Context: an optimization exercise on an open-source flow, tuned for small area. The choices shown serve that exercise and are no tape-out recipe. The RTL was checked by simulation tests, not by an equivalence proof against the original design. No activity file was given, so power comes from the tool's default toggle rates.

==> flow/design.v <==
module stack #(parameter STACK_DEPTH=8, STACK_WIDTH=72, PC_WIDTH=32)
	(
	input                         clk,
	input  [STACK_DEPTH-1:0]      we_hi,
	input  [STACK_DEPTH-1:0]      we_pc,
	input  [STACK_WIDTH-1:0]      bus_e,
	input  [STACK_WIDTH-1:0]      bus_o,
	input  [STACK_DEPTH-1:0]      rsel,
	output [STACK_WIDTH-1:0]      rd
	);
reg [STACK_WIDTH-1:0] S [0:STACK_DEPTH-1];
genvar r;
generate
for (r = 0; r < STACK_DEPTH; r = r + 1) begin : row
	wire [STACK_WIDTH-1:0] wd = r[0] ? bus_o : bus_e;
	always @(posedge clk) begin
		if (we_hi[r]) S[r][STACK_WIDTH-1:PC_WIDTH] <= wd[STACK_WIDTH-1:PC_WIDTH];
		if (we_pc[r]) S[r][PC_WIDTH-1:0] <= wd[PC_WIDTH-1:0];
	end
end
endgenerate
integer i;
reg [STACK_WIDTH-1:0] rd_r;
always @(*) begin
	rd_r = {STACK_WIDTH{1'b0}};
	for (i = 0; i < STACK_DEPTH; i = i + 1)
		rd_r = rd_r | ({STACK_WIDTH{rsel[i]}} & S[i]);
end
assign rd = rd_r;
endmodule
module 	control_divergence_stack	#(parameter STACK_DEPTH=8, LOG2_STACK_DEPTH=3, STACK_WIDTH=72, PC_WIDTH=32)
					(
					clk,
					rst_n,
					is_branch,
					data_in_1,
					data_in_2,
					new_reconv_PC,
					fetch_PC,
					stack_full,
					stack_empty,
					sm_busy,
					data_out,
					data_vld
					);
input 	clk;
input	rst_n;
input 	is_branch;
input	[STACK_WIDTH-1:0] data_in_1;
input	[STACK_WIDTH-1:0] data_in_2;
input	[PC_WIDTH-1:0]	  new_reconv_PC;
input	[PC_WIDTH-1:0]	  fetch_PC;
output	stack_full;
output	stack_empty;
output	sm_busy;
output	[STACK_WIDTH-1:0] data_out;
output	data_vld;
reg	busy, vld, st_a;
reg	[LOG2_STACK_DEPTH-1:0] top;
reg	full;
reg	[PC_WIDTH-1:0] nrpc_q;
wire	[STACK_WIDTH-1:0] rd;
wire	idle      = !busy;
wire	empty     = (top == 3'd0) && !full;
wire	st_save   = busy & !st_a;		 
wire	st_pop    = busy & vld & st_a;
wire	[PC_WIDTH-1:0] R = st_a ? rd[63:32] : rd[PC_WIDTH-1:0];
wire	match     = (fetch_PC == R) && !empty;
wire	br        = idle & is_branch;
wire	do_pop    = idle & !is_branch & match;
wire	inc       = br | st_save;
wire	dec       = do_pop;
wire	[LOG2_STACK_DEPTH-1:0] top_p1 = top + 3'd1;
wire	[LOG2_STACK_DEPTH-1:0] top_m1 = top - 3'd1;
wire	[LOG2_STACK_DEPTH-1:0] ridx   = busy ? (st_pop ? top : top - 3'd2) :
					(st_a ? top_m1 : top - 3'd3);
always @(posedge clk)
begin
	if (!rst_n)
	begin
		busy <= 1'b0;
		vld  <= 1'b0;
		st_a <= 1'b0;
		top  <= 3'd0;
		full <= 1'b0;
	end
	else
	begin
		busy <= br | do_pop | (st_save & vld);
		vld  <= (br & !empty) | do_pop;
		st_a <= busy ? vld : (do_pop | (st_a & !is_branch));
		if (inc)
			top <= top_p1;
		else if (dec)
			top <= top_m1;
		if (inc && top == 3'd7)
			full <= 1'b1;
		else if (dec && top == 3'd0)
			full <= 1'b0;
	end
end
always @(posedge clk)
	nrpc_q <= new_reconv_PC;
wire	[STACK_WIDTH-1:0] din_e = top[0] ? data_in_2 : data_in_1;
wire	[STACK_WIDTH-1:0] din_o = top[0] ? data_in_1 : data_in_2;
wire	[STACK_WIDTH-1:0] bus_e = {din_e[STACK_WIDTH-1:PC_WIDTH], busy ? nrpc_q : din_e[PC_WIDTH-1:0]};
wire	[STACK_WIDTH-1:0] bus_o = {din_o[STACK_WIDTH-1:PC_WIDTH], busy ? nrpc_q : din_o[PC_WIDTH-1:0]};
wire	[STACK_DEPTH-1:0] sel_t   = 8'd1 << top;
wire	[STACK_DEPTH-1:0] sel_t1  = 8'd1 << top_p1;
wire	[STACK_DEPTH-1:0] rsel    = 8'd1 << ridx;
wire	[STACK_DEPTH-1:0] we_hi   = br ? (sel_t | sel_t1) : 8'd0;
wire	[STACK_DEPTH-1:0] we_pc   = we_hi | (st_save ? rsel : 8'd0);
stack	#(.STACK_DEPTH(STACK_DEPTH), .STACK_WIDTH(STACK_WIDTH), .PC_WIDTH(PC_WIDTH))
	STACK	(
		.clk	(clk),
		.we_hi	(we_hi),
		.we_pc	(we_pc),
		.bus_e	(bus_e),
		.bus_o	(bus_o),
		.rsel	(rsel),
		.rd	(rd)
		);
assign	sm_busy     = busy;
assign	data_vld    = vld;
assign	stack_full  = full;
assign	stack_empty = empty;
assign	data_out    = rd;
endmodule
==> flow/flow/run.sh <==
#!/bin/bash
# The standard layout (standard.sh), with:
#  - the combinational mapping done by an area-oriented abc script,
#  - port buffers of the smallest buffer cell,
#  - a clock tree of clkbuf_4/clkbuf_8 without dummy loads.
set -euo pipefail
here=$(pwd)
export MY_ABC_SCRIPT=$here/flow/area.abc
export RECOVER_POWER=100
export BUFFER_PORTS_ARGS="-buffer_cell sky130_fd_sc_hd__buf_1"
export CTS_ARGS="-sink_clustering_enable -repair_clock_nets -dont_use_dummy_load -buf_list {sky130_fd_sc_hd__clkbuf_8 sky130_fd_sc_hd__clkbuf_16} -sink_clustering_size 30 -sink_clustering_max_diameter 80"
sed "s|SYNTH_SCRIPT=[^ ]*|SYNTH_SCRIPT=$here/flow/synth.tcl|" standard.sh > my_standard.sh
grep -q "SYNTH_SCRIPT=$here/flow/synth.tcl" my_standard.sh
bash my_standard.sh > flow.log 2>&1
==> flow/flow/area.abc <==
strash
dc2
&get -n
&dch -f
&nf -R 1000 -p
&put
strash
&get -n
&dch -f
&nf -R 1000 -p
&put
topo
==> flow/flow/synth.tcl <==
# The standard synthesis (synth_recipe.tcl), with only the abc script
# of the combinational mapping replaced by flow/area.abc
proc synth {args} { yosys synth -nofsm -noshare {*}$args }
proc abc {args} {
  set i [lsearch -exact $args -script]
  if {$i >= 0} { lset args [expr {$i + 1}] $::env(MY_ABC_SCRIPT) }
  yosys abc {*}$args
}
source $::env(SCRIPTS_DIR)/synth.tcl
# left out here: clear keep_hierarchy, flatten, clean up, hide names made inside functions, write 1_2_yosys.v
==> flow/standard.sh <==
#!/bin/bash
# synth_recipe.tcl (not shown) runs the flow's synth.tcl, then flattens the netlist and writes it again
# the make line also repeats each setting of config.mk as NAME=value (left out here)
make -C /OpenROAD-flow-scripts/flow DESIGN_CONFIG=/design/flow/config.mk WORK_HOME=/design/flow/orfs CLKGATE_MAP_FILE= SYNTH_SCRIPT=/design/flow/synth_recipe.tcl "${@:-finish}"
==> flow/config.mk <==
export PLATFORM = sky130hd
export DESIGN_NAME = control_divergence_stack
export DESIGN_NICKNAME = control_divergence_stack
export VERILOG_FILES = /design/flow/design.v
export SDC_FILE = /design/flow/constraint.sdc
export NUM_CORES = 4
export LEC_CHECK = 0
export CAP_MARGIN = 20
export CORE_MARGIN = 2
export CORE_UTILIZATION = 30
export SLEW_MARGIN = 20
==> flow/constraint.sdc <==
create_clock -name core_clock -period 7.0 [get_ports {clk}]
set_input_delay 1.4000 -clock core_clock [delete_from_list [all_inputs] [get_ports {clk}]]
set_output_delay 1.4000 -clock core_clock [all_outputs]
set_load 0.01 [all_outputs]
==> key figures, run 1 <==
Outcome
  • Status: complete, but fails checks
  • Failed Checks: max-capacitance violations, max-slew violations

Synthesis
  • Mapped Cells: around 1400
  • Syn_nets: 1600
  • Async set-reset flop share out of synthesis: 0%
  • Post-synth EDFFs: roughly 580
  • Ys Warns: 3
  • Synthesized area per cell: 17.16 um2
  • Yosys reg bits: around 620
  • Post-Syn Area: around 0.024 mm2
  • Top_reg_cell synth: edfxtp_1
  • Synth cell types: 35
  • Sequential area share after synthesis: approximately three quarters

Finish
  • Synth-to-layout area growth: 15.64%
  • Nets: between 1500 and 2000
  • Share of layout cells above drive strength 1: about 4.5%
  • Fill cells: between 7000 and 8000

Worst setup path
  • WS Path Type: flip-flop to primary output
  • Crit. End Element: primary output
  • Critical path required time: 5.60 ns
  • Slowest stage delay, CP: 0.69 ns
  • Crit-path slowest cell: o21ai_0
  • Critical path launch point type: flip-flop
  • CP Data Arrival Time: between 4 and 5 ns
  • Ordered cell list for the critical path: clkinv_1 > ha_1 > nor2_1 > a21oi_1 > o21ai_0 > clkbuf_1 > nor2_4 > clkbuf_1 > a222oi_1 > nand2_1 > buf_1
  • Crit path max fanout: 23
  • Crit path top cell by count: clkbuf_1

Timing
  • Crit share post-route: 88.13%
  • Slew HR: -121.4%
  • Final hold vios: 0
  • Worst hold margin: roughly 0.59 ns
  • Achievable frequency: roughly 0.16 GHz
  • Worst clock skew: a little over 0.06 ns
  • Slew of the pin with the lowest slew margin: 3.320 ns
  • Tmin final: 6.169 ns
  • Setup_tns: 0 ns
  • Max Slew Vio Count: between 600 and 700
  • Final setup viols: 0
  • RSZ-0062 raised after global routing: no

Floorplan
  • Ports: around 290
  • Die area: between 0.08 and 0.09 mm2
  • Core Rows: roughly 100
  • Die W: ~280 um
  • Die Ht: between 200 and 300 um
  • Initial Utilization: between 30% and 40%
  • Core area: approximately 0.08 mm2

Detailed routing
  • ANT nets after route: 0
  • DR vias: between 15000 and 20000
  • Initial drt markers: ~1900
  • Vias per cell: 5.436
  • Routed WL per cell: approximately 26 um
  • Final wirelength: about 74 mm
  • # DRC: 0
  • Number of detailed-route iterations in the first pass: 6

Placement
  • PortBufs: 286
  • Routability cong.: ~0.90
  • Dpl hpwl: 48.78 mm

CTS
  • Clock transition at the registers of the reported paths: about 0.11 ns
  • Clk root buf: clkbuf_16
  • Resize count post-CTS: 0
  • Num CTS Buffers: 29
  • Clk buf depth: 3
  • Hold-fix buffers, CTS: 0
  • TritonCTS clock tree: built
  • # clock sinks: roughly 600
  • Setup bufs post-CTS: 0
  • Clock latency (worst-skew pair): approximately 0.62 ns
  • H-tree depth: 1

Power and ir drop
  • NetSw: around 2.6 mW
  • Clock Power Share: about a fifth
  • PwrDens: around 310 mW/mm2
  • Seq pwr share: a little over half
  • Sw frac: 31.24%
  • Combinational share of power: about a quarter
  • Total leakage power: between 8 and 9 nW
  • Peak supply drop: 0.1915 mV
  • Total power: 8.374 mW
  • Int Pwr: 5.758 mW

Global routing
  • Initial antenna violation count: 3
  • Largest net degree at the start of global routing: between 60 and 70
  • GRT Residual Overflow: 0
  • Vias in the first global route: around 15000
  • First-pass GRT wire length: 104.1 mm
  • GRT Total Usage: roughly 17%

Run
  • # Max-Cap Violations: 19

Hold path
  • Worst Hold Class: flip-flop to flip-flop
power groups by stage:
stage                     Combinational [mW]  Clock [mW]  Sequential (mW)
after floorplan                         1.03           0             4.59
after global placement                  2.08           0             4.58
after detailed placement                2.10           0             4.59
after CTS                               2.10        1.84             4.51
after global routing                    2.21        1.95             4.55
final                                   2.06        1.79             4.52
state kept, by name, summed over array words and instances, names as in the netlist:
| register | count |
|---|---|
| STACK.S | 576 |
| busy | 1 |
| full | 1 |
| nrpc_q | 32 |
| st_a | 1 |
| top | 3 |
| vld | 1 |
per-layer routing:
| metal | up-vias | GRT usage, % | share of wire (%) |
|---|---|---|---|
| li1 | 6602 | - | - |
| met1 | 7743 | 24.54 | 42 |
| met2 | 775 | 27.54 | 46 |
| met3 | 77 | 3.600 | 9.4 |
| met4 | 2 | 3.979 | 2.1 |
| met5 | - | 0 | 0.018 |
stage by stage:
stage	instances	setup WS, ns	utilization [%]	cell area [um2]
after floorplan	1380	0.4595	-	23700
after global placement	2766	1.383	34.08	26790
after detailed placement	2766	1.377	34.08	26790
after CTS	2795	1.169	35.01	27520
after global routing	2795	0.5026	34.82	27380
final	2796	0.8309	34.83	27380
cells by family (layout without fill, tap and decap cells):
logic type,after synthesis,in the layout,share of synthesized area [%]
flops,615,615,76.36
compound gates,356,356,12.28
simple gates,225,225,4.397
mux,105,105,4.873
buf+inv,46,411,0.7294
xor+xnor,24,24,0.8879
fa+ha+maj,9,9,0.4757
other cells,0,1,0
cell type report:
cell class / count / area, um2 / area share (%)
clock buffer: 29 / 725.7 / 2.651
inverter: 46 / 172.7 / 0.6307
antenna: 1 / 2.502 / 0.009140
tap: 1050 / 1314 / 4.799
timing repair buffer: 336 / 1491 / 5.448
multi-input combinational: 719 / 5590 / 20.42
sequential: 615 / 18080 / 66.04
worst max-delay path: cells and delay by family (launching register included):
kind | cells | cell delay [ns]
buffers and inverters | 4 | 1.23
DFF | 1 | 0.49
adders and majority gates | 1 | 0.44
AOI/OAI and AO/OA | 3 | 1.33
and+or+nand+nor | 3 | 0.68
cells in the final DEF (no fill, tap or decap), types with 4 or more instances in the layout:
master,Yosys,final
edfxtp_1,576,576
buf_1,0,271
a22oi_1,207,207
a222oi_1,107,107
nand2_1,83,83
mux2_1,82,82
clkinv_1,46,45
nand4_1,39,39
nand3_1,38,38
dfxtp_1,39,38
clkbuf_1,0,37
clkbuf_16,0,29
nor2_1,44,27
mux2i_1,23,23
xnor2_1,20,20
buf_4,0,18
nor2_4,0,17
a21oi_1,11,10
buf_12,0,10
ha_1,9,9
o22ai_1,10,8
nor2b_1,5,5
nand2b_1,5,5
nor4_1,5,5
xor2_1,4,4
a221oi_1,4,4
o21ai_0,4,4
cells in the mapped netlist, types with 2 or more instances:
| library cell | count | share of area, % |
|---|---|---|
| ha_1 | 9 | 0.48 |
| nand2_1 | 83 | 1.3 |
| a221o_1 | 2 | 0.085 |
| clkinv_1 | 46 | 0.73 |
| a2bb2oi_1 | 2 | 0.074 |
| nor4_1 | 5 | 0.13 |
| nand3_1 | 38 | 0.80 |
| nand4_1 | 39 | 1.0 |
| nor2b_1 | 5 | 0.13 |
| a221oi_1 | 4 | 0.15 |
| xnor2_1 | 20 | 0.74 |
| a22oi_1 | 207 | 6.6 |
| nand2b_1 | 5 | 0.13 |
| nor2_1 | 44 | 0.70 |
| o21ai_0 | 4 | 0.085 |
| dfxtp_1 | 39 | 3.3 |
| a222oi_1 | 107 | 4.5 |
| nor3_1 | 2 | 0.042 |
| a21oi_1 | 11 | 0.23 |
| edfxtp_1 | 576 | 73 |
| o22ai_1 | 10 | 0.26 |
| o21a_1 | 2 | 0.063 |
| mux2_1 | 82 | 3.9 |
| xor2_1 | 4 | 0.15 |
| mux2i_1 | 23 | 0.97 |
| a21o_1 | 2 | 0.063 |
path summary, 6_finish.rpt:
check | to | slack [ns] | depth (start not counted) | start
worst min-delay path | STACK.S[5][30]$_DFFE_PP_ | 0.59 | 2 | nrpc_q[30]$_DFF_P_
worst min register to register | STACK.S[5][30]$_DFFE_PP_ | 0.59 | 2 | nrpc_q[30]$_DFF_P_
worst max-delay path | data_out[19] | 0.83 | 11 | top[2]$_SDFFE_PN0P_
worst max register to register | top[1]$_SDFFE_PN0P_ | 0.96 | 19 | top[2]$_SDFFE_PN0P_
==> inputs of run 2 (changes only) <==
--- a/flow/flow/run.sh
+++ b/flow/flow/run.sh
@@ -7,5 +7,4 @@
 here=$(pwd)
 export MY_ABC_SCRIPT=$here/flow/area.abc
-export RECOVER_POWER=100
 export BUFFER_PORTS_ARGS="-buffer_cell sky130_fd_sc_hd__buf_1"
 export CTS_ARGS="-sink_clustering_enable -repair_clock_nets -dont_use_dummy_load -buf_list {sky130_fd_sc_hd__clkbuf_8 sky130_fd_sc_hd__clkbuf_16} -sink_clustering_size 30 -sink_clustering_max_diameter 80"
==> run 2 against run 1 <==
Now clean on timing, DRC and antenna. First-iteration DRC count is 2.6% higher. Cell count unchanged. Total power barely moved. Clock skew up 0.0013 ns. Fmax increased by 4.4%. Non-clock buffer count unchanged. Combinational power about the same. Clock-buffer cell count unchanged. Flip-flop and latch count is the same. Final area rose by 0.53%. Critical endpoint is now data_out[58].
==> key figures, run 2 <==
Outcome
  • Status: finished clean (was complete, but fails checks)

Timing
  • Setup_tns: 0 ns (unchanged)
  • Worst hold margin: 0.5909 ns (was 0.5938 ns)
  • Slew HR: 26.64% (was -121.4%)
  • Final setup viols: 0 (unchanged)
  • Max Slew Vio Count: 0 (was 691)
  • Final hold vios: 0 (unchanged)
  • Worst clock skew: 0.06249 ns (was 0.06118 ns)
  • Crit share post-route: 84.44% (was 88.13%)
  • RSZ-0062 raised after global routing: no (unchanged)
  • Achievable frequency: 0.1692 GHz (was 0.1621 GHz)
  • Slew of the pin with the lowest slew margin: 1.100 ns (was 3.320 ns)
  • Tmin final: 5.911 ns (was 6.169 ns)

Global routing
  • GRT Total Usage: 17.37% (unchanged)
  • GRT Residual Overflow: 0 (unchanged)
  • First-pass GRT wire length: 104.1 mm (unchanged)
  • Vias in the first global route: 14680 (unchanged)
  • Initial antenna violation count: 3 (unchanged)
  • Largest net degree at the start of global routing: 65 (unchanged)

Synthesis
  • Top cell type's share of synthesized area: 73.06% (unchanged)
  • Post-synth top cells: 576 x edfxtp_1, 207 x a22oi_1, 107 x a222oi_1 (unchanged)
  • Count leader, synth: edfxtp_1 (unchanged)
  • Async set-reset flop share out of synthesis: 0% (unchanged)
  • Post-synth EDFFs: 576 (unchanged)
  • Post-synthesis mux area share: 4.873% (unchanged)
  • Largest family of logic cells by synthesized area: compound AO/OA/AOI/OAI gates (unchanged)
  • Synth cell types: 35 (unchanged)
  • Syn_nets: 1600 (unchanged)
  • Complex-gate fraction of the synthesized area: 12.28% (unchanged)
  • Sequential area share after synthesis: 76.36% (unchanged)
  • Yosys reg bits: 615 (unchanged)
  • Synth area leaders: edfxtp_1 73%, a22oi_1 6.6%, a222oi_1 4.5%, mux2_1 3.9%, dfxtp_1 3.3% (unchanged)
  • Adder-cell area share of the yosys netlist: 0.4757% (unchanged)
  • Xor/xnor cell area share of the yosys netlist: 0.8879% (unchanged)
  • Post-Syn Area: 0.02367 mm2 (unchanged)
  • Leading area contributor after synthesis: edfxtp_1 (unchanged)
  • Ys Warns: 3 (unchanged)
  • Top_reg_cell synth: edfxtp_1 (unchanged)
  • Mapped Cells: 1380 (unchanged)
  • Simple-gate share of the synthesized area: 4.397% (unchanged)
  • Synthesized area per cell: 17.16 um2 (unchanged)

CTS
  • TritonCTS clock tree: built (unchanged)
  • # clock sinks: 615 (unchanged)
  • Setup bufs post-CTS: 0 (unchanged)
  • Num CTS Buffers: 29 (unchanged)
  • Clk buf depth: 3 (unchanged)
  • Hold-fix buffers, CTS: 0 (unchanged)
  • Clk root buf: clkbuf_16 (unchanged)
  • Clock latency (worst-skew pair): 0.62 ns (about the same)
  • H-tree depth: 1 (unchanged)
  • Clock transition at the registers of the reported paths: 0.11 ns (about the same)
  • Resize count post-CTS: 0 (unchanged)

Floorplan
  • Core Rows: 103 (unchanged)
  • Ports: 287 (unchanged)
  • Initial Utilization: 30.11% (unchanged)
  • Core area: 0.07861 mm2 (unchanged)
  • Die area: 0.08118 mm2 (unchanged)
  • Die W: 284.9 um (unchanged)
  • Die Ht: 284.9 um (unchanged)

Finish
  • Most frequent cells in the layout: 576 x edfxtp_1, 286 x buf_1, 207 x a22oi_1 (was 576 x edfxtp_1, 271 x buf_1, 207 x a22oi_1)
  • Fin util: 35.01% (was 34.83%)
  • Biggest register: STACK.S (unchanged)
  • Synth-to-layout area growth: 16.25% (was 15.64%)
  • Most common cell after layout, fill and taps aside: edfxtp_1 (unchanged)
  • Final cell count without fillers: 2796 (unchanged)
  • Fill cells: 7613 (was 7626)
  • Nets: 1967 (unchanged)
  • Max FFs per register: 576 (unchanged)
  • Share of layout cells above drive strength 1: 6.189% (was 4.527%)
  • Biggest regs: STACK.S: 576 flops, nrpc_q: 32 flops, top: 3 flops (unchanged)

Worst setup path
  • R2r endpoint: top[1]$_SDFFE_PN0P_ (unchanged)
  • CP delay by family, top: simple AND/OR/NAND/NOR gates (was compound AO/OA/AOI/OAI gates)
  • Crit path max fanout: 25 (was 23)
  • R2r worst-path depth: 19 (unchanged)
  • Crit-path slowest cell: nor2_4 (was o21ai_0)
  • Slowest stage delay, CP: 0.90 ns (was 0.69 ns)
  • Critical path required time: 5.60 ns (about the same)
  • CP Data Arrival Time: 4.51 ns (was 4.77 ns)
  • Buf/Inv on CP: 3 (was 4)
  • WS Path Type: flip-flop to primary output (unchanged)
  • Critical path launch point type: flip-flop (unchanged)
  • Ordered cell list for the critical path: clkinv_1 > ha_1 > nor2_1 > a21oi_1 > o21a_1 > nor2_4 > buf_4 > a22oi_1 > nand4_1 > buf_1 (was clkinv_1 > ha_1 > nor2_1 > a21oi_1 > o21ai_0 > clkbuf_1 > nor2_4 > clkbuf_1 > a222oi_1 > nand2_1 > buf_1)
  • Reg2reg setup slack: 1.22 ns (was 0.96 ns)
  • CP Depth: 10 (was 11)
  • Crit. End Element: primary output (unchanged)
  • FF-to-FF Start: top[2]$_SDFFE_PN0P_ (unchanged)

Placement
  • Dpl cells: 2766 (unchanged)
  • PortBufs: 286 (unchanged)
  • Routability cong.: 0.8952 (unchanged)
  • Dpl hpwl: 48.78 mm (unchanged)

Power and ir drop
  • Combinational share of power: 24.8% (was 24.6%)
  • Clock Power Share: 21.4% (about the same)
  • Seq pwr share: 53.8% (was 54.0%)
  • Peak supply drop: 0.1918 mV (was 0.1915 mV)
  • PwrDens: 304.4 mW/mm2 (was 305.9 mW/mm2)
  • Total leakage power: 8.553 nW (was 8.463 nW)
  • Int Pwr: 5.755 mW (was 5.758 mW)
  • Sw frac: 31.31% (was 31.24%)
  • NetSw: 2.624 mW (was 2.616 mW)

Run
  • # Max-Cap Violations: 0 (was 19)

Detailed routing
  • Vias per cell: 5.424 (was 5.436)
  • Routed WL per cell: 26.31 um (was 26.35 um)
  • Number of detailed-route iterations in the first pass: 9 (was 6)
  • ANT nets after route: 0 (unchanged)
  • Final wirelength: 73.56 mm (was 73.68 mm)
  • Initial drt markers: 1919 (was 1871)
  • Routed met1 length: 30.90 mm (was 31.13 mm)
  • # DRC: 0 (unchanged)
  • DR vias: 15170 (was 15200)
  • Met3 WL: 7.119 mm (was 6.944 mm)
  • Met2 routed wirelength: 34.00 mm (was 34.04 mm)
  • Top Layer Used: met5 (unchanged)

Hold path
  • WHS Path Cells: 2 (unchanged)
  • Hold_sp: nrpc_q[30]$_DFF_P_ (unchanged)
  • WHS Endpoint: STACK.S[5][30]$_DFFE_PP_ (unchanged)
  • Worst Hold Class: flip-flop to flip-flop (unchanged)
==> run 2: power by group through the flow <==
stage               Clock [mW]  Sequential [mW]  Combinational (mW)
finish                    1.79             4.50                2.08
global route              1.95             4.53                2.24
CTS                       1.84             4.51                2.10
detailed placement           0             4.59                2.10
global placement             0             4.58                2.08
floorplan                    0             4.59                1.03
==> run 2: stage by stage <==
step	power [mW]	instance area, um2	setup WS, ns
after floorplan	5.617	23700	0.4595
after global routing	8.711	27520	0.8991
after CTS	8.445	27520	1.169
after detailed placement	6.686	26790	1.377
final	8.379	27520	1.089
after global placement	6.662	26790	1.383
==> run 2: kinds of logic after synthesis <==
group,count (synthesis)
xor+xnor,24
mux,105
flops,615
compound gates,356
simple gates,225
fa+ha+maj,9
buf+inv,46
==> run 2: worst max path at each step <==
stage,to,from,slack (ns)
floorplan,top[1]$_SDFFE_PN0P_,top[0]$_SDFFE_PN0P_,0.46
global placement,top[1]$_SDFFE_PN0P_,top[2]$_SDFFE_PN0P_,1.38
detailed placement,top[1]$_SDFFE_PN0P_,top[2]$_SDFFE_PN0P_,1.38
CTS,data_out[46],top[2]$_SDFFE_PN0P_,1.17
global route,top[0]$_SDFFE_PN0P_,top[2]$_SDFFE_PN0P_,0.90
finish,data_out[58],top[2]$_SDFFE_PN0P_,1.09
==> run 2: routing by layer <==
| layer | vias up | global-route usage [%] |
|---|---|---|
| met5 | - | 0 |
| met4 | 2 | 3.979 |
| met3 | 69 | 3.600 |
| met2 | 791 | 27.54 |
| met1 | 7707 | 24.54 |
| li1 | 6596 | - |
==> run 2: cell type report <==
| class | instances | area (um2) | area share [%] |
|---|---|---|---|
| multi-input cells | 719 | 5648 | 20.52 |
| clock buffers | 29 | 725.7 | 2.637 |
| diodes | 1 | 2.502 | 0.009093 |
| well taps | 1050 | 1314 | 4.774 |
| repair buffers | 336 | 1574 | 5.719 |
| flip-flops and latches | 615 | 18080 | 65.71 |
| inverters | 46 | 172.7 | 0.6274 |
==> run 2: worst register-to-register path, cell delays in order (launching register included) <==
cell,delay (ns)
dfxtp_1,0.50
clkinv_1,0.26
ha_1,0.44
nor2_1,0.15
a21oi_1,0.08
o21a_1,0.45
nor2_4,0.91
buf_12,0.28
a22oi_1,0.12
nand4_1,0.22
mux2i_1,0.11
xnor2_1,0.16
nor3_1,0.52
nand4_1,0.17
a221oi_1,0.23
nand4_1,0.17
nor2_1,0.30
or2_0,0.32
o21ai_0,0.13
and2_0,0.16
==> inputs of run 3 (changes only) <==
--- a/flow/config.mk
+++ b/flow/config.mk
@@ -8,4 +8,4 @@
 export CAP_MARGIN = 20
 export CORE_MARGIN = 2
-export CORE_UTILIZATION = 30
+export CORE_UTILIZATION = 35
 export SLEW_MARGIN = 20
==> run 3 against run 2 <==
Clock-buffer cell count stayed put. Largest power group unchanged. Synthesized area stayed put. Via count is 0.68% higher. Core utilization is 5.6 points higher. Register-to-register slack worse by 0.32 ns. Total power hardly changed. Final area is 1.0% lower. Clock skew is 0.0017 ns lower. Setup slack worse by 0.19 ns.
==> key figures, run 3 <==
CTS
  • Clk root buf: clkbuf_16 (unchanged)
  • Clock transition at the registers of the reported paths: 0.10 ns (was 0.11 ns)
  • Setup bufs post-CTS: 0 (unchanged)
  • Clock latency (worst-skew pair): 0.60 ns (was 0.62 ns)
  • # clock sinks: 615 (unchanged)
  • H-tree depth: 1 (unchanged)
  • TritonCTS clock tree: built (unchanged)
  • Resize count post-CTS: 0 (unchanged)
  • Hold-fix buffers, CTS: 0 (unchanged)
  • Num CTS Buffers: 29 (unchanged)
  • Clk buf depth: 3 (unchanged)

Finish
  • Fill cells: 6189 (was 7613)
  • Share of layout cells above drive strength 1: 6.074% (was 6.189%)
  • Most frequent cells in the layout: 576 x edfxtp_1, 286 x buf_1, 207 x a22oi_1 (unchanged)
  • Most common cell after layout, fill and taps aside: edfxtp_1 (unchanged)
  • Area of the multi-input gates: 0.005645 mm2 (was 0.005648 mm2)
  • Max FFs per register: 576 (unchanged)
  • Biggest regs: STACK.S: 576 flops, nrpc_q: 32 flops, top: 3 flops (unchanged)
  • Synth-to-layout area growth: 15.08% (was 16.25%)
  • Fin util: 40.64% (was 35.01%)
  • Final cell count without fillers: 2619 (was 2796)
  • Register area: 0.01808 mm2 (about the same)
  • Nets: 1967 (unchanged)
  • Biggest register: STACK.S (unchanged)

Synthesis
  • Synth cell types: 35 (unchanged)
  • Async set-reset flop share out of synthesis: 0% (unchanged)
  • Leading area contributor after synthesis: edfxtp_1 (unchanged)
  • Top_reg_cell synth: edfxtp_1 (unchanged)
  • Syn_nets: 1600 (unchanged)
  • Top cell type's share of synthesized area: 73.06% (unchanged)
  • Ys Warns: 3 (unchanged)
  • Sequential area share after synthesis: 76.36% (unchanged)
  • Post-Syn Area: 0.02367 mm2 (unchanged)
  • Post-synth top cells: 576 x edfxtp_1, 207 x a22oi_1, 107 x a222oi_1 (unchanged)
  • Post-synth EDFFs: 576 (unchanged)
  • Synthesized area per cell: 17.16 um2 (unchanged)
  • Synth area leaders: edfxtp_1 73%, a22oi_1 6.6%, a222oi_1 4.5%, mux2_1 3.9%, dfxtp_1 3.3% (unchanged)
  • Yosys reg bits: 615 (unchanged)
  • Count leader, synth: edfxtp_1 (unchanged)
  • Mapped Cells: 1380 (unchanged)

Hold path
  • Worst Hold Class: flip-flop to flip-flop (unchanged)

Timing
  • Slew of the pin with the lowest slew margin: 0.9222 ns (was 1.100 ns)
  • RSZ-0062 raised after global routing: no (unchanged)
  • Crit share post-route: 87.12% (was 84.44%)
  • Achievable frequency: 0.1640 GHz (was 0.1692 GHz)
  • Final hold vios: 0 (unchanged)
  • Tmin final: 6.098 ns (was 5.911 ns)
  • Worst clock skew: 0.06077 ns (was 0.06249 ns)
  • Max Slew Vio Count: 0 (unchanged)
  • Slew HR: 38.37% (was 26.64%)
  • Final setup viols: 0 (unchanged)
  • Setup_tns: 0 ns (unchanged)

Global routing
  • GRT Total Usage: 20.24% (was 17.37%)
  • Largest net degree at the start of global routing: 65 (unchanged)
  • Vias in the first global route: 14900 (was 14680)
  • Initial antenna violation count: 1 (was 3)
  • First-pass GRT wire length: 104.0 mm (was 104.1 mm)
  • GRT Residual Overflow: 0 (unchanged)

Power and ir drop
  • Sw frac: 31.51% (was 31.31%)
  • PwrDens: 307.8 mW/mm2 (was 304.4 mW/mm2)
  • Combinational share of power: 24.6% (was 24.8%)
  • Peak supply drop: 0.2086 mV (was 0.1918 mV)
  • Seq pwr share: 53.7% (was 53.8%)
  • Clock Power Share: 21.7% (was 21.4%)
  • Int Pwr: 5.743 mW (was 5.755 mW)
  • NetSw: 2.643 mW (was 2.624 mW)
  • Total leakage power: 8.544 nW (was 8.553 nW)

Worst setup path
  • Crit path max fanout: 39 (was 25)
  • Crit. End Element: flip-flop (was primary output)
  • WS Path Type: flip-flop to flip-flop (was flip-flop to primary output)
  • Critical path launch point type: flip-flop (unchanged)
  • Critical path required time: 7.53 ns (was 5.60 ns)
  • CP Data Arrival Time: 6.63 ns (was 4.51 ns)

Floorplan
  • Die area: 0.06974 mm2 (was 0.08118 mm2)
  • Initial Utilization: 35.31% (was 30.11%)
  • Die W: 264.1 um (was 284.9 um)
  • Core area: 0.06704 mm2 (was 0.07861 mm2)
  • Ports: 287 (unchanged)
  • Core Rows: 95 (was 103)
  • Die Ht: 264.1 um (was 284.9 um)

Placement
  • Dpl cells: 2589 (was 2766)
  • Routability cong.: 0.9199 (was 0.8952)
  • PortBufs: 286 (unchanged)
  • Dpl hpwl: 48.30 mm (was 48.78 mm)

Detailed routing
  • Number of detailed-route iterations in the first pass: 10 (was 9)
  • ANT nets after route: 0 (unchanged)
  • # DRC: 0 (unchanged)
  • Vias per cell: 5.830 (was 5.424)
  • DR vias: 15270 (was 15170)
  • Final wirelength: 72.64 mm (was 73.56 mm)
  • Routed WL per cell: 27.74 um (was 26.31 um)
  • Initial drt markers: 2180 (was 1919)

Run
  • # Max-Cap Violations: 0 (unchanged)

Outcome
  • Status: finished clean (unchanged)
run 3: worst max-delay path: stages (launching register included):
cell and delay [ns]:
dfxtp_1 0.51, clkinv_1 0.27, ha_1 0.48, nor2_1 0.07, a21oi_1 0.20, o21a_1 0.58
nor2_4 0.31, buf_4 0.40, a222oi_1 0.35, nand3_1 0.21, a21oi_1 0.64, xnor2_1 0.13
nor3_1 0.66, nand4_1 0.23, nor2_1 0.29, or2_0 0.35, o21ai_0 0.13, and2_0 0.17
run 3: through the flow:
stage	area, um2	setup slack (ns)	total power, mW	hold slack [ns]
final	27240	0.9018	8.385	0.5315
after global routing	27240	0.6870	8.678	0.5523
after CTS	27240	1.083	8.429	0.5291
after detailed placement	26520	1.135	6.663	0.5117
after global placement	26520	1.264	6.630	0.5052
after floorplan	23700	0.4595	5.617	0.5672
run 3: area by class of cell:
type / instances / share of cell area, %
inverters: 46 / 0.6338
well taps: 873 / 4.009
flip-flops and latches: 615 / 66.37
multi-input cells: 719 / 20.72
clock buffers: 29 / 2.664
repair buffers: 336 / 5.594
diodes: 1 / 0.009185
run 3: power groups by stage:
stage / clock (mW) / sequential, mW / combinational [mW]
floorplan: 0 / 4.59 / 1.03
global placement: 0 / 4.58 / 2.05
detailed placement: 0 / 4.59 / 2.08
CTS: 1.84 / 4.50 / 2.08
global route: 1.95 / 4.53 / 2.20
finish: 1.82 / 4.50 / 2.07
run 3: worst paths after layout:
check | cells after the start | endpoint | slack, ns | from
setup / recovery | 17 | top[1]$_SDFFE_PN0P_ | 0.90 | top[2]$_SDFFE_PN0P_
hold / removal | 1 | top[0]$_SDFFE_PN0P_ | 0.53 | top[0]$_SDFFE_PN0P_
setup reg to reg | 17 | top[1]$_SDFFE_PN0P_ | 0.90 | top[2]$_SDFFE_PN0P_
hold reg to reg | 1 | top[0]$_SDFFE_PN0P_ | 0.53 | top[0]$_SDFFE_PN0P_
run 3: cell families after synthesis:
group / after synthesis / share of synthesized area, %
buf+inv: 46 / 0.7294
fa+ha+maj: 9 / 0.4757
compound gates: 356 / 12.28
xor+xnor: 24 / 0.8879
flops: 615 / 76.36
simple gates: 225 / 4.397
mux: 105 / 4.873
run 3: layer usage:
metal	part of all wire [%]	wire [um]	GRT usage (%)	up-vias
met2	48	35040	33.54	781
met1	41	29840	28.13	7795
met3	8.1	5892	2.601	93
met5	0.019	14	0	-
li1	-	-	-	6597
met4	2.6	1859	5.482	2
==> inputs of run 4 (changes only) <==
--- a/flow/flow/run.sh
+++ b/flow/flow/run.sh
@@ -8,5 +8,5 @@
 export MY_ABC_SCRIPT=$here/flow/area.abc
 export BUFFER_PORTS_ARGS="-buffer_cell sky130_fd_sc_hd__buf_1"
-export CTS_ARGS="-sink_clustering_enable -repair_clock_nets -dont_use_dummy_load -buf_list {sky130_fd_sc_hd__clkbuf_8 sky130_fd_sc_hd__clkbuf_16} -sink_clustering_size 30 -sink_clustering_max_diameter 80"
+export CTS_ARGS="-sink_clustering_enable -repair_clock_nets -dont_use_dummy_load -buf_list {sky130_fd_sc_hd__clkbuf_4 sky130_fd_sc_hd__clkbuf_8} -sink_clustering_buffer sky130_fd_sc_hd__clkbuf_16 -sink_clustering_size 30 -sink_clustering_max_diameter 80"
 sed "s|SYNTH_SCRIPT=[^ ]*|SYNTH_SCRIPT=$here/flow/synth.tcl|" standard.sh > my_standard.sh
 grep -q "SYNTH_SCRIPT=$here/flow/synth.tcl" my_standard.sh
==> flow/flow/area.abc (replaced) <==
strash
dc2
&get -n
&dch -f
&nf -R 1000 -p
&put
strash
&get -n
&dch
&nf -R 1000 -p
&put
topo
--- a/flow/config.mk
+++ b/flow/config.mk
@@ -9,3 +9,4 @@
 export CORE_MARGIN = 2
 export CORE_UTILIZATION = 35
+export GPL_ROUTABILITY_DRIVEN = 0
 export SLEW_MARGIN = 20
==> run 4 against run 3 <==
Routed wire length down 2.4%. Synthesized area down 0.18%. Clock skew down 0.016 ns. Largest cell class unchanged. Still clean on timing, DRC and antenna.
==> key figures, run 4 <==
Outcome
  • Status: finished clean (unchanged)

Synthesis
  • Async set-reset flop share out of synthesis: 0% (unchanged)
  • Leading area contributor after synthesis: edfxtp_1 (unchanged)
  • Synth cell types: 33 (was 35)
  • Syn_nets: 1620 (was 1600)
  • Post-synth top cells: 576 x edfxtp_1, 169 x a22oi_1, 139 x nand2_1 (was 576 x edfxtp_1, 207 x a22oi_1, 107 x a222oi_1)
  • Post-synth EDFFs: 576 (unchanged)
  • Ys Warns: 3 (unchanged)
  • Sequential area share after synthesis: 76.50% (was 76.36%)
  • Yosys reg bits: 615 (unchanged)
  • Top cell type's share of synthesized area: 73.20% (was 73.06%)
  • Post-Syn Area: 0.02363 mm2 (was 0.02367 mm2)
  • Top_reg_cell synth: edfxtp_1 (unchanged)
  • Count leader, synth: edfxtp_1 (unchanged)
  • Mapped Cells: 1400 (was 1380)
  • Synthesized area per cell: 16.88 um2 (was 17.16 um2)
  • Synth area leaders: edfxtp_1 73%, a22oi_1 5.4%, a222oi_1 4.3%, mux2_1 4.1%, dfxtp_1 3.3% (was edfxtp_1 73%, a22oi_1 6.6%, a222oi_1 4.5%, mux2_1 3.9%, dfxtp_1 3.3%)

Floorplan
  • Initial Utilization: 35.25% (was 35.31%)
  • Die area: 0.06961 mm2 (was 0.06974 mm2)
  • Ports: 287 (unchanged)
  • Core area: 0.06704 mm2 (unchanged)
  • Die Ht: 263.8 um (was 264.1 um)
  • Die W: 263.8 um (was 264.1 um)
  • Core Rows: 95 (unchanged)

CTS
  • Resize count post-CTS: 0 (unchanged)
  • Hold-fix buffers, CTS: 0 (unchanged)
  • # clock sinks: 615 (unchanged)
  • Setup bufs post-CTS: 0 (unchanged)
  • Clock latency (worst-skew pair): 0.72 ns (was 0.60 ns)
  • Clk buf depth: 3 (unchanged)
  • Clock transition at the registers of the reported paths: 0.11 ns (was 0.10 ns)
  • TritonCTS clock tree: built (unchanged)
  • Num CTS Buffers: 29 (unchanged)
  • H-tree depth: 1 (unchanged)
  • Clk root buf: clkbuf_8 (was clkbuf_16)

Global routing
  • Largest net degree at the start of global routing: 81 (was 65)
  • Initial antenna violation count: 2 (was 1)
  • First-pass GRT wire length: 101.8 mm (was 104.0 mm)
  • GRT Total Usage: 19.77% (was 20.24%)
  • Vias in the first global route: 14790 (was 14900)
  • GRT Residual Overflow: 0 (unchanged)

Worst setup path
  • CP delay by family, top: buffers and inverters (was simple AND/OR/NAND/NOR gates)
  • R2r worst-path depth: 18 (was 17)
  • Crit path max fanout: 23 (was 39)
  • R2r endpoint: top[1]$_SDFFE_PN0P_ (unchanged)
  • Crit path top cell by count: buf_4
  • Critical path required time: 5.60 ns (was 7.53 ns)
  • Crit-path slowest cell: nor2_4 (was nor3_1)
  • Critical path launch point type: flip-flop (unchanged)
  • Buf/Inv on CP: 4 (was 2)
  • WS Path Type: flip-flop to primary output (was flip-flop to flip-flop)
  • Ordered cell list for the critical path: clkinv_1 > ha_1 > nor2_1 > a211oi_1 > a21o_1 > nor2_4 > buf_4 > buf_4 > a22oi_1 > nand4_1 > buf_1 (was clkinv_1 > ha_1 > nor2_1 > a21oi_1 > o21a_1 > nor2_4 > buf_4 > a222oi_1 > nand3_1 > a21oi_1 > xnor2_1 > nor3_1 > nand4_1 > nor2_1 > or2_0 > o21ai_0 > and2_0)
  • Slowest stage delay, CP: 0.71 ns (was 0.66 ns)
  • CP Data Arrival Time: 4.55 ns (was 6.63 ns)
  • Crit. End Element: primary output (was flip-flop)
  • Reg2reg setup slack: 1.12 ns (was 0.90 ns)
  • FF-to-FF Start: top[2]$_SDFFE_PN0P_ (unchanged)

Detailed routing
  • Initial drt markers: 2005 (was 2180)
  • Final wirelength: 70.88 mm (was 72.64 mm)
  • Vias per cell: 5.684 (was 5.830)
  • Routed WL per cell: 26.94 um (was 27.74 um)
  • Number of detailed-route iterations in the first pass: 9 (was 10)
  • # DRC: 0 (unchanged)
  • DR vias: 14950 (was 15270)
  • ANT nets after route: 0 (unchanged)

Power and ir drop
  • Total power: 8.218 mW (was 8.385 mW)
  • Sw frac: 31.07% (was 31.51%)
  • Combinational share of power: 24.1% (was 24.6%)
  • Seq pwr share: 54.7% (was 53.7%)
  • Peak supply drop: 0.1868 mV (was 0.2086 mV)
  • NetSw: 2.553 mW (was 2.643 mW)
  • Int Pwr: 5.665 mW (was 5.743 mW)
  • Clock Power Share: 21.2% (was 21.7%)
  • Total leakage power: 8.525 nW (was 8.544 nW)
  • PwrDens: 303.7 mW/mm2 (was 307.8 mW/mm2)

Timing
  • Worst clock skew: 0.04490 ns (was 0.06077 ns)
  • Tmin final: 5.955 ns (was 6.098 ns)
  • Slew of the pin with the lowest slew margin: 1.104 ns (was 0.9222 ns)
  • Achievable frequency: 0.1679 GHz (was 0.1640 GHz)
  • RSZ-0062 raised after global routing: no (unchanged)
  • Setup_tns: 0 ns (unchanged)
  • Crit share post-route: 85.06% (was 87.12%)
  • Slew HR: 26.41% (was 38.37%)
  • Final setup viols: 0 (unchanged)
  • Max Slew Vio Count: 0 (unchanged)
  • Final hold vios: 0 (unchanged)

Finish
  • Max FFs per register: 576 (unchanged)
  • Synth-to-layout area growth: 14.51% (was 15.08%)
  • Most frequent cells in the layout: 576 x edfxtp_1, 286 x buf_1, 169 x a22oi_1 (was 576 x edfxtp_1, 286 x buf_1, 207 x a22oi_1)
  • Biggest register: STACK.S (unchanged)
  • Fin util: 40.36% (was 40.64%)
  • Most common cell after layout, fill and taps aside: edfxtp_1 (unchanged)
  • Nets: 1977 (was 1967)
  • Biggest regs: STACK.S: 576 flops, nrpc_q: 32 flops, top: 3 flops (unchanged)
  • Share of layout cells above drive strength 1: 5.641% (was 6.074%)
  • Final cell count without fillers: 2631 (was 2619)

Placement
  • Dpl hpwl: 45.49 mm (was 48.30 mm)
  • PortBufs: 286 (unchanged)
  • Dpl cells: 2599 (was 2589)

Run
  • # Max-Cap Violations: 0 (unchanged)

Hold path
  • Hold_sp: nrpc_q[2]$_DFF_P_ (was top[0]$_SDFFE_PN0P_)
  • Worst Hold Class: flip-flop to flip-flop (unchanged)
  • WHS Path Cells: 2 (was 1)
  • WHS Endpoint: STACK.S[0][2]$_DFFE_PP_ (was top[0]$_SDFFE_PN0P_)
==> run 4: cell count changes in the layout (fill, tap and decap cells not counted), moves of 4 or more <==
cell,delta
clkinv_1,-21
a222oi_1,-6
buf_4,-7
nor2_1,-5
xnor2_1,-5
nand2_1,+56
buf_12,-4
nand3_1,+46
a22oi_1,-38
a21oi_1,-6
nand4_1,-5
xor2_1,+6
==> run 4: worst max-delay path by stage <==
stage                              startpoint             endpoint  cells after the start
after global routing      top[2]$_SDFFE_PN0P_  top[1]$_SDFFE_PN0P_                     18
after detailed placement  top[2]$_SDFFE_PN0P_  top[1]$_SDFFE_PN0P_                     18
after global placement    top[2]$_SDFFE_PN0P_  top[1]$_SDFFE_PN0P_                     18
after floorplan           top[0]$_SDFFE_PN0P_  top[0]$_SDFFE_PN0P_                     19
final                     top[2]$_SDFFE_PN0P_         data_out[61]                     11
after CTS                 top[2]$_SDFFE_PN0P_  top[1]$_SDFFE_PN0P_                     18
==> run 4: per-layer routing <==
metal | part of all wire (%) | vias up | global-route usage, % | wire (um)
met5 | 0 | - | 0 | 0
met3 | 7.8 | 68 | 2.946 | 5526
met1 | 41 | 7614 | 26.90 | 29020
li1 | - | 6591 | - | -
met4 | 2.2 | 0 | 4.883 | 1558
met2 | 49 | 681 | 33.37 | 34780
==> run 4: through the flow <==
stage / cell area (um2) / hold slack, ns / setup WS (ns)
floorplan: 23650 / 0.5550 / 0.06925
global placement: 26350 / 0.5534 / 1.068
detailed placement: 26350 / 0.5568 / 0.7444
CTS: 27040 / 0.5801 / 0.6951
global route: 27060 / 0.6315 / 0.6033
finish: 27060 / 0.5741 / 1.045
==> run 4: cells by family (layout without fill, tap and decap cells) <==
kind of cell,Yosys count,in the layout,share of synthesized area (%)
compound gates,307,307,10.79
xor+xnor,25,25,0.9266
mux,107,107,4.983
other cells,0,3,0
simple gates,312,312,5.925
buf+inv,25,380,0.3971
flops,615,615,76.50
fa+ha+maj,9,9,0.4766
==> run 4: worst register-to-register path, cell delays in order (launching register included) <==
cell,delay [ns]
dfxtp_1,0.50
clkinv_1,0.24
ha_1,0.44
nor2_1,0.13
a211oi_1,0.08
a21o_1,0.41
nor2_4,0.71
buf_4,0.43
buf_4,0.28
a22oi_1,0.11
nand4_1,0.14
mux2i_1,0.10
a2111oi_0,0.48
nand4_1,0.16
a221o_1,0.31
nor4_2,0.66
nor2_1,0.21
a221oi_1,0.30
nor2b_1,0.08
==> run 4: layout make-up <==
cell class                      count  area, um2
Clock buffer                       29      691.9
Fill cell                        6214      39980
Timing Repair Buffer              326       1403
Antenna cell                        3      7.507
Multi-Input combinational cell    760       5689
Sequential cell                   615      18080
Tap cell                          873       1092
Inverter                           25      93.84
==> run 4: power groups by stage <==
stage,sequential (mW),clock (mW),combinational (mW)
final,4.50,1.74,1.98
after global placement,4.57,0,1.98
after detailed placement,4.58,0,2.00
after CTS,4.50,1.78,2.01
after floorplan,4.59,0,1.01
after global routing,4.52,1.88,2.14
==> inputs of run 5 (changes only) <==
--- a/flow/config.mk
+++ b/flow/config.mk
@@ -9,4 +9,3 @@
 export CORE_MARGIN = 2
 export CORE_UTILIZATION = 35
-export GPL_ROUTABILITY_DRIVEN = 0
 export SLEW_MARGIN = 20
==> run 5 against run 4 <==
Synthesized cell count did not move. Critical path depth did not move. First-iteration DRC count did not move. Routed wire length did not move. Clock-buffer cell count did not move. Flip-flop and latch count did not move. Non-clock buffer count did not move. Final area did not move. Register-to-register slack barely moved. Sequential power barely moved. Total power did not move.
==> key figures, run 5 <==
Outcome
  • Status: finished clean (unchanged)

Global routing
  • First-pass GRT wire length: 101.8 mm (unchanged)
  • GRT Total Usage: 19.77% (unchanged)
  • GRT Residual Overflow: 0 (unchanged)
  • Initial antenna violation count: 2 (unchanged)
  • Largest net degree at the start of global routing: 81 (unchanged)
  • Vias in the first global route: 14790 (unchanged)

CTS
  • H-tree depth: 1 (unchanged)
  • Clk buf depth: 3 (unchanged)
  • Clk root buf: clkbuf_8 (unchanged)
  • Clock transition at the registers of the reported paths: 0.11 ns (about the same)
  • Resize count post-CTS: 0 (unchanged)
  • Num CTS Buffers: 29 (unchanged)
  • TritonCTS clock tree: built (unchanged)
  • Setup bufs post-CTS: 0 (unchanged)
  • # clock sinks: 615 (unchanged)
  • Hold-fix buffers, CTS: 0 (unchanged)
  • Clock latency (worst-skew pair): 0.72 ns (about the same)

Synthesis
  • Post-synth top cells: 576 x edfxtp_1, 169 x a22oi_1, 139 x nand2_1 (unchanged)
  • Synth area leaders: edfxtp_1 73%, a22oi_1 5.4%, a222oi_1 4.3%, mux2_1 4.1%, dfxtp_1 3.3% (unchanged)
  • Synth cell types: 33 (unchanged)
  • Count leader, synth: edfxtp_1 (unchanged)
  • Post-synth EDFFs: 576 (unchanged)
  • Leading area contributor after synthesis: edfxtp_1 (unchanged)
  • Syn_nets: 1620 (unchanged)
  • Top cell type's share of synthesized area: 73.20% (unchanged)
  • Ys Warns: 3 (unchanged)
  • Post-Syn Area: 0.02363 mm2 (unchanged)
  • Async set-reset flop share out of synthesis: 0% (unchanged)
  • Yosys reg bits: 615 (unchanged)
  • Top_reg_cell synth: edfxtp_1 (unchanged)
  • Mapped Cells: 1400 (unchanged)
  • Synthesized area per cell: 16.88 um2 (unchanged)
  • Sequential area share after synthesis: 76.50% (unchanged)

Timing
  • Worst clock skew: 0.04490 ns (unchanged)
  • Slew of the pin with the lowest slew margin: 1.104 ns (unchanged)
  • Crit share post-route: 85.06% (unchanged)
  • Final hold vios: 0 (unchanged)
  • RSZ-0062 raised after global routing: no (unchanged)
  • Slew HR: 26.41% (unchanged)
  • Setup_tns: 0 ns (unchanged)
  • Final setup viols: 0 (unchanged)
  • Max Slew Vio Count: 0 (unchanged)
  • Achievable frequency: 0.1679 GHz (unchanged)
  • Tmin final: 5.955 ns (unchanged)

Floorplan
  • Die area: 0.06961 mm2 (unchanged)
  • Core Rows: 95 (unchanged)
  • Ports: 287 (unchanged)
  • Die W: 263.8 um (unchanged)
  • Die Ht: 263.8 um (unchanged)
  • Core area: 0.06704 mm2 (unchanged)
  • Initial Utilization: 35.25% (unchanged)

Finish
  • Fill cells: 6214 (unchanged)
  • Synth-to-layout area growth: 14.51% (unchanged)
  • Share of layout cells above drive strength 1: 5.641% (unchanged)
  • Biggest register: STACK.S (unchanged)
  • Most common cell after layout, fill and taps aside: edfxtp_1 (unchanged)
  • Biggest regs: STACK.S: 576 flops, nrpc_q: 32 flops, top: 3 flops (unchanged)
  • Most frequent cells in the layout: 576 x edfxtp_1, 286 x buf_1, 169 x a22oi_1 (unchanged)
  • Max FFs per register: 576 (unchanged)
  • Post-route cell area: 0.02706 mm2 (unchanged)
  • Nets: 1977 (unchanged)

Worst setup path
  • Critical path launch point type: flip-flop (unchanged)
  • Buf/Inv on CP: 4 (unchanged)
  • Crit path top cell by count: buf_4 (unchanged)
  • Critical path required time: 5.60 ns (about the same)
  • Slowest stage delay, CP: 0.71 ns (about the same)
  • Crit-path slowest cell: nor2_4 (unchanged)
  • Crit. End Element: primary output (unchanged)
  • Ordered cell list for the critical path: clkinv_1 > ha_1 > nor2_1 > a211oi_1 > a21o_1 > nor2_4 > buf_4 > buf_4 > a22oi_1 > nand4_1 > buf_1 (unchanged)
  • WS Path Type: flip-flop to primary output (unchanged)
  • Crit path max fanout: 23 (unchanged)
  • CP Data Arrival Time: 4.55 ns (about the same)
  • CP delay by family, top: buffers and inverters (unchanged)

Power and ir drop
  • Seq pwr share: 54.7% (about the same)
  • Peak supply drop: 0.1868 mV (unchanged)
  • Sw frac: 31.07% (unchanged)
  • NetSw: 2.553 mW (unchanged)
  • Int Pwr: 5.665 mW (unchanged)
  • Total leakage power: 8.525 nW (unchanged)
  • Combinational share of power: 24.1% (about the same)
  • Clock Power Share: 21.2% (about the same)
  • PwrDens: 303.7 mW/mm2 (unchanged)

Hold path
  • Worst Hold Class: flip-flop to flip-flop (unchanged)

Run
  • # Max-Cap Violations: 0 (unchanged)

Detailed routing
  • Vias per cell: 5.684 (unchanged)
  • ANT nets after route: 0 (unchanged)
  • DR vias: 14950 (unchanged)
  • Number of detailed-route iterations in the first pass: 9 (unchanged)
  • Final wirelength: 70.88 mm (unchanged)
  • # DRC: 0 (unchanged)
  • Initial drt markers: 2005 (unchanged)
  • Routed WL per cell: 26.94 um (unchanged)

Placement
  • Dpl hpwl: 45.49 mm (unchanged)
  • PortBufs: 286 (unchanged)
  • Routability cong.: 0.8571
  • Cell Area, Placed: 0.02635 mm2 (unchanged)
## run 5: cells by family (layout without fill, tap and decap cells)
kind of cell	Yosys count	in the layout	share of synthesized area [%]
buf+inv	25	380	0.3971
other cells	0	3	0
compound gates	307	307	10.79
mux	107	107	4.983
xor+xnor	25	25	0.9266
fa+ha+maj	9	9	0.4766
flops	615	615	76.50
simple gates	312	312	5.925
## run 5: power groups by stage
| stage | combinational (mW) | clock, mW | sequential, mW |
|---|---|---|---|
| 2_1_floorplan | 1.01 | 0 | 4.59 |
| 5_1_grt | 2.14 | 1.88 | 4.52 |
| 6_report | 1.98 | 1.74 | 4.50 |
| 4_1_cts | 2.01 | 1.78 | 4.50 |
| 3_3_place_gp | 1.98 | 0 | 4.57 |
| 3_5_place_dp | 2.00 | 0 | 4.58 |
## run 5: path summary, 6_finish.rpt
check                            endpoint                 from  slack, ns  cells after the start
setup / recovery             data_out[61]  top[2]$_SDFFE_PN0P_       1.05                     11
hold / removal    STACK.S[0][2]$_DFFE_PP_    nrpc_q[2]$_DFF_P_       0.57                      2
hold reg to reg   STACK.S[0][2]$_DFFE_PP_    nrpc_q[2]$_DFF_P_       0.57                      2
setup reg to reg      top[1]$_SDFFE_PN0P_  top[2]$_SDFFE_PN0P_       1.12                     18
## run 5: cell type report
cell class	instances	area, um2	share of cell area [%]
repair buffers	326	1403	5.183
clock buffers	29	691.9	2.557
well taps	873	1092	4.037
inverters	25	93.84	0.3468
flip-flops and latches	615	18080	66.82
multi-input cells	760	5689	21.02
diodes	3	7.507	0.02774
## run 5: worst register-to-register path: stages, from the launching register on
cell	delay, ns
dfxtp_1	0.50
clkinv_1	0.24
ha_1	0.44
nor2_1	0.13
a211oi_1	0.08
a21o_1	0.41
nor2_4	0.71
buf_4	0.43
buf_4	0.28
a22oi_1	0.11
nand4_1	0.14
mux2i_1	0.10
a2111oi_0	0.48
nand4_1	0.16
a221o_1	0.31
nor4_2	0.66
nor2_1	0.21
a221oi_1	0.30
nor2b_1	0.08
## run 5: metal layers
metal	GRT usage (%)	up-vias	routed length, um
met1	26.90	7614	29020
met5	0	-	0
li1	-	6591	-
met4	4.883	0	1558
met2	33.37	681	34780
met3	2.946	68	5526
## run 5: stage by stage
stage	total power, mW	hold slack (ns)	cells	setup slack (ns)	utilization (%)
after floorplan	5.598	0.5550	1400	0.06925	-
after global placement	6.553	0.5534	2599	1.068	39.31
after detailed placement	6.585	0.5568	2599	0.7444	39.31
after CTS	8.283	0.5801	2628	0.6951	40.34
after global routing	8.543	0.6315	2630	0.6033	40.36
final	8.218	0.5741	2631	1.045	40.36
==> inputs of run 6 (changes only) <==
==> flow/flow/area.abc (replaced) <==
strash
dc2
&get -n
&dch -f
&nf -R 1000 -p
&put
strash
&get -n
&dch -f
&nf -R 1000 -p
&put
topo
==> run 6 against run 5 <==
Still clean. Via count grew 2.0%. Clock power is essentially flat. Combinational power grew 5%. Worst hold slack lost 0.043 ns. Setup slack lost 0.072 ns. Highest routed layer is now met5. Critical path type unchanged. Sequential power is essentially flat.
==> key figures, run 6 <==
Outcome
  • Status: finished clean (unchanged)

Synthesis
  • Post-synth top cells: 576 x edfxtp_1, 207 x a22oi_1, 107 x a222oi_1 (was 576 x edfxtp_1, 169 x a22oi_1, 139 x nand2_1)
  • Syn_nets: 1600 (was 1620)
  • Complex-gate fraction of the synthesized area: 12.28% (was 10.79%)
  • Top cell type's share of synthesized area: 73.06% (was 73.20%)
  • Post-synthesis mux area share: 4.873% (was 4.983%)
  • Adder-cell area share of the yosys netlist: 0.4757% (was 0.4765%)
  • Top_reg_cell synth: edfxtp_1 (unchanged)
  • Sequential area share after synthesis: 76.36% (was 76.50%)
  • Count leader, synth: edfxtp_1 (unchanged)
  • Mapped Cells: 1380 (was 1400)
  • Yosys reg bits: 615 (unchanged)
  • Leading area contributor after synthesis: edfxtp_1 (unchanged)
  • Synth area leaders: edfxtp_1 73%, a22oi_1 6.6%, a222oi_1 4.5%, mux2_1 3.9%, dfxtp_1 3.3% (was edfxtp_1 73%, a22oi_1 5.4%, a222oi_1 4.3%, mux2_1 4.1%, dfxtp_1 3.3%)
  • Largest family of logic cells by synthesized area: compound AO/OA/AOI/OAI gates (unchanged)
  • Synth cell types: 35 (was 33)
  • Async set-reset flop share out of synthesis: 0% (unchanged)
  • Synthesized area per cell: 17.16 um2 (was 16.88 um2)
  • Post-Syn Area: 0.02367 mm2 (was 0.02363 mm2)
  • Ys Warns: 3 (unchanged)
  • Xor/xnor cell area share of the yosys netlist: 0.8879% (was 0.9266%)
  • Post-synth EDFFs: 576 (unchanged)
  • Simple-gate share of the synthesized area: 4.397% (was 5.925%)

Global routing
  • Largest net degree at the start of global routing: 65 (was 81)
  • GRT Total Usage: 20.19% (was 19.77%)
  • Vias in the first global route: 14870 (was 14790)
  • First-pass GRT wire length: 103.9 mm (was 101.8 mm)
  • Initial antenna violation count: 1 (was 2)
  • GRT Residual Overflow: 0 (unchanged)

CTS
  • Clock transition at the registers of the reported paths: 0.10 ns (was 0.11 ns)
  • Clk buf depth: 3 (unchanged)
  • Clk root buf: clkbuf_8 (unchanged)
  • TritonCTS clock tree: built (unchanged)
  • Resize count post-CTS: 0 (unchanged)
  • Num CTS Buffers: 29 (unchanged)
  • # clock sinks: 615 (unchanged)
  • Hold-fix buffers, CTS: 0 (unchanged)
  • H-tree depth: 1 (unchanged)
  • Clock latency (worst-skew pair): 0.75 ns (was 0.72 ns)
  • Setup bufs post-CTS: 0 (unchanged)

Timing
  • Worst clock skew: 0.06407 ns (was 0.04490 ns)
  • Final setup viols: 0 (unchanged)
  • Final hold vios: 0 (unchanged)
  • Max Slew Vio Count: 0 (unchanged)
  • Tmin final: 6.027 ns (was 5.955 ns)
  • Setup_tns: 0 ns (unchanged)
  • Slew of the pin with the lowest slew margin: 0.9410 ns (was 1.104 ns)
  • Slew HR: 36.69% (was 26.41%)
  • Crit share post-route: 86.10% (was 85.06%)
  • RSZ-0062 raised after global routing: no (unchanged)
  • Achievable frequency: 0.1659 GHz (was 0.1679 GHz)

Detailed routing
  • Final wirelength: 72.53 mm (was 70.88 mm)
  • Routed WL per cell: 27.70 um (was 26.94 um)
  • Vias per cell: 5.828 (was 5.684)
  • Number of detailed-route iterations in the first pass: 9 (unchanged)
  • ANT nets after route: 0 (unchanged)
  • # DRC: 0 (unchanged)
  • DR vias: 15260 (was 14950)
  • Initial drt markers: 2144 (was 2005)

Placement
  • Dpl hpwl: 48.30 mm (was 45.49 mm)
  • Cell Area, Placed: 0.02652 mm2 (was 0.02635 mm2)
  • Dpl cells: 2589 (was 2599)
  • Routability cong.: 0.9199 (was 0.8571)
  • PortBufs: 286 (unchanged)

Worst setup path
  • Ordered cell list for the critical path: clkinv_1 > ha_1 > nor2_1 > a21oi_1 > o21a_1 > nor2_4 > buf_4 > a22oi_1 > nand4_1 > buf_1 (was clkinv_1 > ha_1 > nor2_1 > a211oi_1 > a21o_1 > nor2_4 > buf_4 > buf_4 > a22oi_1 > nand4_1 > buf_1)
  • Slowest stage delay, CP: 0.70 ns (was 0.71 ns)
  • Crit. End Element: primary output (unchanged)
  • Crit-path slowest cell: nor2_4 (unchanged)
  • Critical path launch point type: flip-flop (unchanged)
  • Buf/Inv on CP: 3 (was 4)
  • Critical path required time: 5.60 ns (about the same)
  • CP Data Arrival Time: 4.63 ns (was 4.55 ns)
  • CP delay by family, top: buffers and inverters (unchanged)
  • Crit path max fanout: 39 (was 23)
  • WS Path Type: flip-flop to primary output (unchanged)

Floorplan
  • Die W: 264.1 um (was 263.8 um)
  • Die area: 0.06974 mm2 (was 0.06961 mm2)
  • Die Ht: 264.1 um (was 263.8 um)
  • Core Rows: 95 (unchanged)
  • Ports: 287 (unchanged)
  • Initial Utilization: 35.31% (was 35.25%)
  • Core area: 0.06704 mm2 (unchanged)

Finish
  • Most frequent cells in the layout: 576 x edfxtp_1, 286 x buf_1, 207 x a22oi_1 (was 576 x edfxtp_1, 286 x buf_1, 169 x a22oi_1)
  • Fill cells: 6193 (was 6214)
  • Post-route cell area: 0.02721 mm2 (was 0.02706 mm2)
  • Max FFs per register: 576 (unchanged)
  • Biggest regs: STACK.S: 576 flops, nrpc_q: 32 flops, top: 3 flops (unchanged)
  • Final cell count without fillers: 2618 (was 2631)
  • Synth-to-layout area growth: 14.93% (was 14.51%)
  • Most common cell after layout, fill and taps aside: edfxtp_1 (unchanged)
  • Biggest register: STACK.S (unchanged)
  • Ant. Diodes: 0 (was 3)
  • Nets: 1967 (was 1977)
  • Share of layout cells above drive strength 1: 6.074% (was 5.641%)

Power and ir drop
  • PwrDens: 306.2 mW/mm2 (was 303.7 mW/mm2)
  • Combinational share of power: 24.8% (was 24.1%)
  • Peak supply drop: 0.1837 mV (was 0.1868 mV)
  • Seq pwr share: 54.0% (was 54.7%)
  • NetSw: 2.634 mW (was 2.553 mW)
  • Total power: 8.331 mW (was 8.218 mW)
  • Total leakage power: 8.529 nW (was 8.525 nW)
  • Sw frac: 31.62% (was 31.07%)
  • Clock Power Share: 21.2% (about the same)
  • Int Pwr: 5.697 mW (was 5.665 mW)

Run
  • # Max-Cap Violations: 0 (unchanged)

Hold path
  • Worst Hold Class: flip-flop to flip-flop (unchanged)
==> run 6: cell families (layout without fill, tap and decap cells) <==
kind of cell | count (synthesis) | count (layout)
AOI/OAI and AO/OA | 356 | 356
xor gates and xnor gates | 24 | 24
adders and majority gates | 9 | 9
buffers and inverters | 46 | 411
DFF | 615 | 615
muxes | 105 | 105
and+or+nand+nor | 225 | 225
==> run 6: worst reg2reg max path: stages (launching register included) <==
cell and delay [ns]:
dfxtp_1 0.51, clkinv_1 0.27, ha_1 0.47, nor2_1 0.07, a21oi_1 0.19, o21a_1 0.58, nor2_4 0.31, buf_4 0.40
a222oi_1 0.39, nand3_1 0.21, a21oi_1 0.63, xnor2_1 0.13, nor3_1 0.65, nand4_1 0.23, nor2_1 0.29, or2_0 0.34
o21ai_0 0.13, and2_0 0.17
==> run 6: stage by stage <==
stage | hold WS (ns) | util, % | setup WS, ns
floorplan | 0.5672 | - | 0.4595
global placement | 0.5052 | 39.55 | 1.264
detailed placement | 0.5117 | 39.55 | 1.135
CTS | 0.5295 | 40.59 | 0.9547
global route | 0.5526 | 40.59 | 0.6937
finish | 0.5308 | 40.59 | 0.9731
==> run 6: layout make-up <==
cell class                      count  area, um2  share of cell area (%)
Inverter                           46      172.7                  0.6346
Timing Repair Buffer              336       1524                   5.601
Multi-Input combinational cell    719       5645                   20.75
Clock buffer                       29      691.9                   2.543
Sequential cell                   615      18080                   66.46
Tap cell                          873       1092                   4.015
==> run 6: path summary, 6_finish.rpt <==
path	slack [ns]	start	end	cells past startpoint
setup / recovery	0.97	top[2]$_SDFFE_PN0P_	data_out[53]	10
hold / removal	0.53	top[0]$_SDFFE_PN0P_	top[0]$_SDFFE_PN0P_	1
setup reg to reg	0.98	top[2]$_SDFFE_PN0P_	top[1]$_SDFFE_PN0P_	17
hold reg to reg	0.53	top[0]$_SDFFE_PN0P_	top[0]$_SDFFE_PN0P_	1
==> run 6: power by group through the flow <==
| stage | clock network, mW | logic (mW) | registers, mW |
|---|---|---|---|
| 2_1_floorplan | 0 | 1.03 | 4.59 |
| 3_3_place_gp | 0 | 2.05 | 4.58 |
| 3_5_place_dp | 0 | 2.08 | 4.59 |
| 4_1_cts | 1.79 | 2.08 | 4.50 |
| 5_1_grt | 1.89 | 2.20 | 4.53 |
| 6_report | 1.76 | 2.07 | 4.50 |
==> run 6: metal layers <==
| layer | track usage, % | share of wire (%) | vias up |
|---|---|---|---|
| li1 | - | - | 6594 |
| met1 | 28.06 | 41 | 7801 |
| met2 | 33.63 | 48 | 779 |
| met3 | 2.517 | 7.9 | 83 |
| met4 | 5.236 | 2.4 | 2 |
| met5 | 0 | 0.019 | - |

re-timing with driven ports:
The results above use ideal ports. As a check the final layouts listed here were re-extracted and re-timed, cells and wires unchanged. Step 1 sets driving cells, clkbuf_16 on the clock port and buf_2 on the other inputs (assumed; they add their load-dependent delay and slew). Step 2 also shifts input and output timing later by t, the mid clock arrival at the registers, as if the neighbouring blocks saw the same clock. Slacks: ideal ports / drivers / drivers and shift; pairs: ideal ports / drivers.
run	t, ns	setup WS [ns]	worst setup path after step 2
run 1	0.655	0.831 / 0.771 / 0.958	register to register
run 2	0.654	1.089 / 1.029 / 1.224	register to register
run 3	0.650	0.902 / 0.902 / 0.902	register to register
run 4	0.763	1.045 / 0.986 / 1.121	register to register
run 5	0.763	1.045 / 0.986 / 1.121	register to register
run 6	0.765	0.973 / 0.917 / 0.978	register to register
